This is an optimization exercise on Yosys and OpenROAD, whose aim is small area, a short achievable clock period and few clock cycles, not a production implementation.
Only simulation tests tie the RTL to the original design; equivalence was not proved.

`design/flow/design.v`:
```
module MDU (
	clk, rst_n,
	A, B, Op, C, D,
	ack, req
);
	input clk, rst_n;
	input  [0:32-1] 	A;
    input  [0:32-1] 	B;
    input  [0:3-1]  	Op;
    output [0:32-1] 	C;         
	output [0:4-1]	D;
	input req;
	output ack;
	wire [3-1:0] cnt;
	slowMDU I_slowMDU (
		.clk(clk),
		.rst_n(rst_n),
		.A(A),
		.B(B),
		.C(C),
		.D(D),
		.Op(Op),
		.cnt(cnt),
		.req(req),
		.ack(ack)
	);
endmodule
module slowMDU (
	clk, rst_n, req, ack,
	A, B, Op, C, D, cnt
);
	input						clk, rst_n;
	input						req;
	input  [0:32-1] 	A;
    input  [0:32-1] 	B;
    input  [0:3-1]  	Op;
    output [0:32-1] 	C;         
	output [0:4-1]	D;
	output						ack;
	output [3-1:0] cnt;
	reg [0:32-1] C;
	reg [3-1:0] cnt;
	wire [3-1:0] ini_cnt;
	reg signed [0:32] srcA, srcB;
	reg signed [0:32*2+1] mulC;
	reg signed [0:32] divC;
	reg req_r;
	wire latch;
	assign latch = req;
	always @(posedge clk or negedge rst_n) begin
		if (~rst_n) begin
			srcA <= 0;
			srcB <= 0;
		end
		else if (latch) begin
			case ( Op )
				3'd1: begin
					srcA <= {A[0], A};
					srcB <= {B[0], B};				
				end
				3'd2: begin
					srcA <= {1'b0, A};
					srcB <= {1'b0, B};					
				end
				3'd3: begin
					srcA <= {A[0], A};
					srcB <= {B[0], B};
				end
				3'd4: begin
					srcA <= {A[0], A};
					srcB <= {B[0], B};
				end
				3'd5: begin
					srcA <= {1'b0, A};
					srcB <= {1'b0, B};
				end
				default: begin
					srcA <= 0;
					srcB <= 0;
				end
			endcase
		end
		else begin
			srcA <= srcA;
			srcB <= srcB;
		end
	end  
	reg [0:3-1] Op_r;
	always @(posedge clk or negedge rst_n) begin
		if (~rst_n) begin
			Op_r <= 3'd0;
		end 
		else if (req) begin
			Op_r <= Op;
		end
		else if (cnt == 0) begin
			Op_r <= 3'd0;
		end
	end  
	always @( * ) begin
		case ( Op_r )
			3'd1: begin
				if (cnt == 0) 
					mulC = srcA * srcB;
				else
					mulC = 0;
				divC = 0;
			end	
			3'd2: begin
				if (cnt == 0) 
					mulC = srcA * srcB;
				else
					mulC = 0;
				divC = 0;
			end
			3'd3: begin
				if (cnt == 0) 
					mulC = srcA * srcB;
				else
					mulC = 0;
				divC = 0;
			end
			3'd4: begin
				if (cnt == 0)
					divC = srcA / srcB;
				else
					divC = 0;
				mulC = 0;
			end
			3'd5: begin
				if (cnt == 0)
					divC = srcA / srcB;
				else
					divC = 0;
				mulC = 0;
			end
			default: begin
				divC = 0;
				mulC = 0;
			end
		endcase
	end  
	always @( * ) begin
		case ( Op_r )
			3'd1: begin
				C = mulC[2:32+1];
			end	
			3'd2: begin
				C = mulC[2:32+1];
			end
			3'd3: begin
				C = mulC[32+2:32*2+1];
			end
			3'd4: begin
				C = divC[1:32];
			end
			3'd5: begin
				C = divC[1:32];
			end
			default: begin
				C = 0;
			end
		endcase		
	end  
	always @(posedge clk or negedge rst_n) begin
		if (~rst_n) begin
			cnt <= 0;
		end
		else if (latch) begin
			cnt <= ini_cnt;
		end
		else if (cnt != 0) begin
			cnt <= cnt - 1;
		end
	end  
	assign ini_cnt = 2 - 2;
	assign ack = (cnt == 0);
	always @(posedge clk or negedge rst_n) begin
		if (~rst_n) begin
			req_r <= 0;
		end
		else begin
			req_r <= req;
		end
	end  
	wire LT0, GT0, EQ0;
	wire [0:2] CR0_3;
	wire OV;
	assign OV = 1'b0;
	assign LT0 = ($signed(C) <  0) ? 1'b1 : 1'b0;
	assign GT0 = ($signed(C) >  0) ? 1'b1 : 1'b0;
	assign EQ0 = (C == 0) ? 1'b1 : 1'b0;
	assign CR0_3 = {LT0, GT0, EQ0};
	assign D = {OV, CR0_3};
endmodule
```
`design/flow/run.sh`:
```
#!/bin/bash
# synth_recipe.tcl (not shown) runs the flow's synth.tcl, then flattens the netlist and writes it again
# the make line also repeats each setting of config.mk as NAME=value (left out here)
make -C /OpenROAD-flow-scripts/flow DESIGN_CONFIG=/design/flow/config.mk WORK_HOME=/design/flow/orfs CLKGATE_MAP_FILE= SYNTH_SCRIPT=/design/flow/synth_recipe.tcl finish
```
`design/flow/config.mk`:
```
export PLATFORM = sky130hd
export DESIGN_NAME = MDU
export DESIGN_NICKNAME = MDU
export VERILOG_FILES = /design/flow/design.v
export SDC_FILE = /design/flow/constraint.sdc
export NUM_CORES = 4
export LEC_CHECK = 0
export CAP_MARGIN = 20
export CORE_MARGIN = 2
export CORE_UTILIZATION = 40
export SLEW_MARGIN = 20
```
`design/flow/constraint.sdc`:
```
create_clock -name core_clock -period 100.0 [get_ports {clk}]
set_input_delay 20.0000 -clock core_clock [delete_from_list [all_inputs] [get_ports {clk}]]
set_output_delay 20.0000 -clock core_clock [all_outputs]
set_load 0.01 [all_outputs]
```
==> results.tsv <==
metric	value	unit
post-synth-top-area-fraction	30.8	%
post-route-min-period	96.88	ns
max_stage_delay	0.92	ns
max_freq	0.0103	GHz
finish.instance_area	81400	um2
post-route-drc-count	0	
timing.critical_path.required	80.00	ns
origin_of_the_worst_min_delay_path	I_slowMDU.cnt[2]$_DFFE_PN0P_	
drv.max_cap_violation_count	0	
port_buffers	105	
detailedRoute.firstPassIterationCount	6	
worstMarginPinSlew	1.25	ns
worstSetupEndpointType	primary output	
placementRows	156	
drtAntennaViolNets	0	
grt_start_max_net_pins	79	
async_reset_ff_share	100	%
worstPathArrival	76.88	ns
worst_path_most_repeated_cell	sky130_fd_sc_hd__buf_4	
buffers_from_clock_root_to_sink_at_most	2	
status	finished clean	
mappedNetlistArea	73100	um2
areaGrowthSynthToFinish	11.3	%
yosysSeqAreaShare	2.46	%
fraction_of_layout_instances_using_a_drive_strength_above_1	10.1	%
synth.top_cells.by_area	sky130_fd_sc_hd__fa_1 31%, sky130_fd_sc_hd__ha_1 13%, sky130_fd_sc_hd__nand2_1 7.1%, sky130_fd_sc_hd__inv_1 6.6%, sky130_fd_sc_hd__nor2_1 4.4%	
initial_antenna_violation_count	18	
rr_worst_depth	3	
timing.critical_path.fanout_max	32	
skew	0.00636	ns
synth_cell_type_count	110	
clock-root-buffer	sky130_fd_sc_hd__clkbuf_16	
floorplan.initialDensity	40.4	%
dr.first_iter.drc_count	7079	
max_slew_margin	15.8	%
worst_hold_path_type	reg -> reg	
worst_setup_hold_path_clk_slew	0.07	ns
final.setup.tns	0	ns
die_width	432	um
hold_buffers	0	
total_routing_usage_reported_by_global_routing	36.9	%
synth.largest_area_cell	sky130_fd_sc_hd__fa_1	
synthesis.yosys.warnings	1	
post-route-util	44.9	%
tritoncts_clock_tree	built	
final_net_count	11600	
grt_pass1_vias	73900	
worst_r2r_startpoint	I_slowMDU.srcA[12]$_DFFE_PN0P_	
floorplan.die.height	432	um
place.gp.congestion	1.06	
die_area	186000	um2
cts_num_sinks	72	
routedWlPerCell	29.0	um
routed_wl	348000	um
report.final.slew_viol_count	0	
min_path_cells	2	
synth_nets	11400	
grt_overflow_total	0	
synth_edf_count	0	
post-route-period-util	96.9	%
timing.reg2reg.setup_slack	97.34	ns
pin_count	107	
dp_hpwl	281000	um
rr_endpoint	I_slowMDU.srcA[12]$_DFFE_PN0P_	
critPathSlowestCell	sky130_fd_sc_hd__nor3_1	
yosys_register_bits	72	
min_to	I_slowMDU.cnt[2]$_DFFE_PN0P_	
synthCells	9406	
core_region_area	181000	um2
timing_worst_setup_path_type	reg -> out	
cts_htree_levels	3	
grt_first_pass_wirelength	506000	um
placed_area	79400	um2
synthesis.area_per_instance	7.77	um2
filler_cell_count	18400	
worstSetupStartpointType	register	
synth_ff_type	sky130_fd_sc_hd__dfrtp_1	
via_per_inst	6.11	
finalSetupViolCount	0	
finalHoldViolCount	0	
routed-via-count	73400	
cts-buffers-inserted	9	
insertion_delay	0.37	ns
==> timing repair <==
item	4_1_cts	5_1_grt
gates resized for setup	58	242
setup buffers	14	42
endpoints found under the hold margin	0	0
pin swaps	6	37
endpoints found under the setup margin	35	35
==> how the worst max path moves through the flow <==
stage | start | end | slack [ns] | cells after the start
detailed placement | I_slowMDU.srcB[32]$_DFFE_PN0P_ | D[3] | -3.33 | 336
finish | I_slowMDU.srcA[17]$_DFFE_PN0P_ | D[3] | 3.12 | 338
CTS | I_slowMDU.srcB[32]$_DFFE_PN0P_ | D[3] | 0.02 | 341
global route | I_slowMDU.srcB[32]$_DFFE_PN0P_ | D[3] | -0.21 | 350
global placement | I_slowMDU.srcB[32]$_DFFE_PN0P_ | D[3] | -3.70 | 338
floorplan | I_slowMDU.srcB[32]$_DFFE_PN0P_ | D[2] | 0.34 | 347
==> cells in the mapped netlist, drive strengths merged, types with 55 or more instances <==
master	instances
nand2	1377
inv	1281
fa	1125
nor2	866
ha	780
a21oi	456
o21ai	388
xnor2	339
clkbuf	267
nor3	225
a21o	207
o21a	173
xor2	159
buf	154
nand3	151
a31oi	96
nand4	88
mux2	80
dfrtp	72
nor2b	72
o31ai	70
or3	64
a211oi	60
o211ai	55
==> layout make-up <==
| type | count | area (um2) | share of cell area (%) |
|---|---|---|---|
| clock inverters | 6 | 43.8 | 0.0538 |
| repair buffers | 629 | 5170 | 6.36 |
| diodes | 9 | 22.5 | 0.0277 |
| inverters | 1300 | 4880 | 6.00 |
| well taps | 2370 | 2970 | 3.64 |
| flip-flops and latches | 72 | 1810 | 2.23 |
| multi-input cells | 7613 | 66200 | 81.4 |
| clock buffers | 10 | 229 | 0.281 |
==> critical path, delay by kind of cell (launching register included) <==
family / cells / cell delay (ns)
XOR/XNOR: 3 / 0.67
flip-flops: 1 / 0.43
AND/OR/NAND/NOR: 83 / 19.62
buffers and inverters: 41 / 7.88
AO/OA/AOI/OAI: 170 / 34.98
adder cells (fa/ha/maj): 33 / 10.31
multiplexers: 8 / 2.36
==> flip-flops by register name, summed over array words and instances, names as in the netlist <==
signal and count:
I_slowMDU.srcA 33, I_slowMDU.Op_r 3, I_slowMDU.cnt 3, I_slowMDU.srcB 33
==> cells in the final DEF, fill, tap and decap left out, types with 20 or more instances in the layout <==
cell type,n
sky130_fd_sc_hd__o21ai_0,336
sky130_fd_sc_hd__o21ai_1,35
sky130_fd_sc_hd__nor3_1,196
sky130_fd_sc_hd__xnor2_1,321
sky130_fd_sc_hd__or2_2,40
sky130_fd_sc_hd__a21o_1,207
sky130_fd_sc_hd__mux2i_1,28
sky130_fd_sc_hd__dfrtp_1,66
sky130_fd_sc_hd__nand2_1,1369
sky130_fd_sc_hd__inv_1,1278
sky130_fd_sc_hd__a31oi_1,76
sky130_fd_sc_hd__buf_4,503
sky130_fd_sc_hd__nand4_1,87
sky130_fd_sc_hd__nor2b_1,72
sky130_fd_sc_hd__or4_1,20
sky130_fd_sc_hd__and3_1,49
sky130_fd_sc_hd__nand3_1,140
sky130_fd_sc_hd__o22ai_1,30
sky130_fd_sc_hd__o21a_1,168
sky130_fd_sc_hd__ha_1,777
sky130_fd_sc_hd__mux2_2,80
sky130_fd_sc_hd__and2_1,33
sky130_fd_sc_hd__nand2b_1,54
sky130_fd_sc_hd__or3_1,62
sky130_fd_sc_hd__fa_1,1125
sky130_fd_sc_hd__clkinv_1,20
sky130_fd_sc_hd__a211oi_1,45
sky130_fd_sc_hd__nor4_1,34
sky130_fd_sc_hd__o31ai_1,59
sky130_fd_sc_hd__o21bai_1,49
sky130_fd_sc_hd__a211o_1,26
sky130_fd_sc_hd__a21oi_1,431
sky130_fd_sc_hd__o211ai_1,55
sky130_fd_sc_hd__clkdlybuf4s50_1,103
sky130_fd_sc_hd__xor2_1,159
sky130_fd_sc_hd__nor2_1,853
sky130_fd_sc_hd__a21oi_2,25
==> stage by stage <==
stage	hold slack [ns]	std cells	setup slack (ns)
3_3_place_gp	0.517	11900	-3.70
5_1_grt	0.585	12000	-0.209
3_5_place_dp	0.529	11900	-3.33
2_1_floorplan	0.501	9406	0.335
4_1_cts	0.544	12000	0.0223
6_report	0.545	12000	3.12
==> cell families after synthesis <==
kind of cell               after synthesis  share of synthesized area (%)
and+or+nand+nor                       3162                           19.2
AOI/OAI and AO/OA                     1935                           17.6
adders and majority gates             1905                           44.1
buffers and inverters                 1721                           8.97
xor gates and xnor gates               498                           5.96
muxes                                  112                           1.67
DFF                                     72                           2.46
other                                    1                        0.00513
==> metal layers <==
layer / share of wire, % / global-route usage [%] / up-vias
li1: - / - / 31800
met5: 0.019 / 0 / -
met2: 44 / 57.4 / 3882
met1: 40 / 47.4 / 36700
met4: 7.7 / 22.1 / 10
met3: 8.9 / 7.11 / 977
Testbench counts, summed over its fixed seeds: cycles 3,200.

[re-timing with driven ports]
The results above use ideal ports. As a check the final layout listed here was re-extracted and re-timed, cells and wires unchanged.
Step 1, drivers: a clkbuf_16 drives clk and a buf_2 each remaining input, both assumed.
Step 2, shift: input delay + t, output delay - t, t = (earliest + latest rising clock arrival at the registers) / 2. This alone moves slack from input paths to output paths.
Three values: no drivers, after step 1, after step 2; two values: the first two.
shift t [ns]: 0.423
slack for setup (ns): 3.125 / 3.067 / 3.490
worst data-port slew with drivers (ns): 0.07
After both steps setup and hold are still met in this run. For this run, drivers alone change the setup slack by -0.058 ns; drivers and shift together by +0.365 ns.
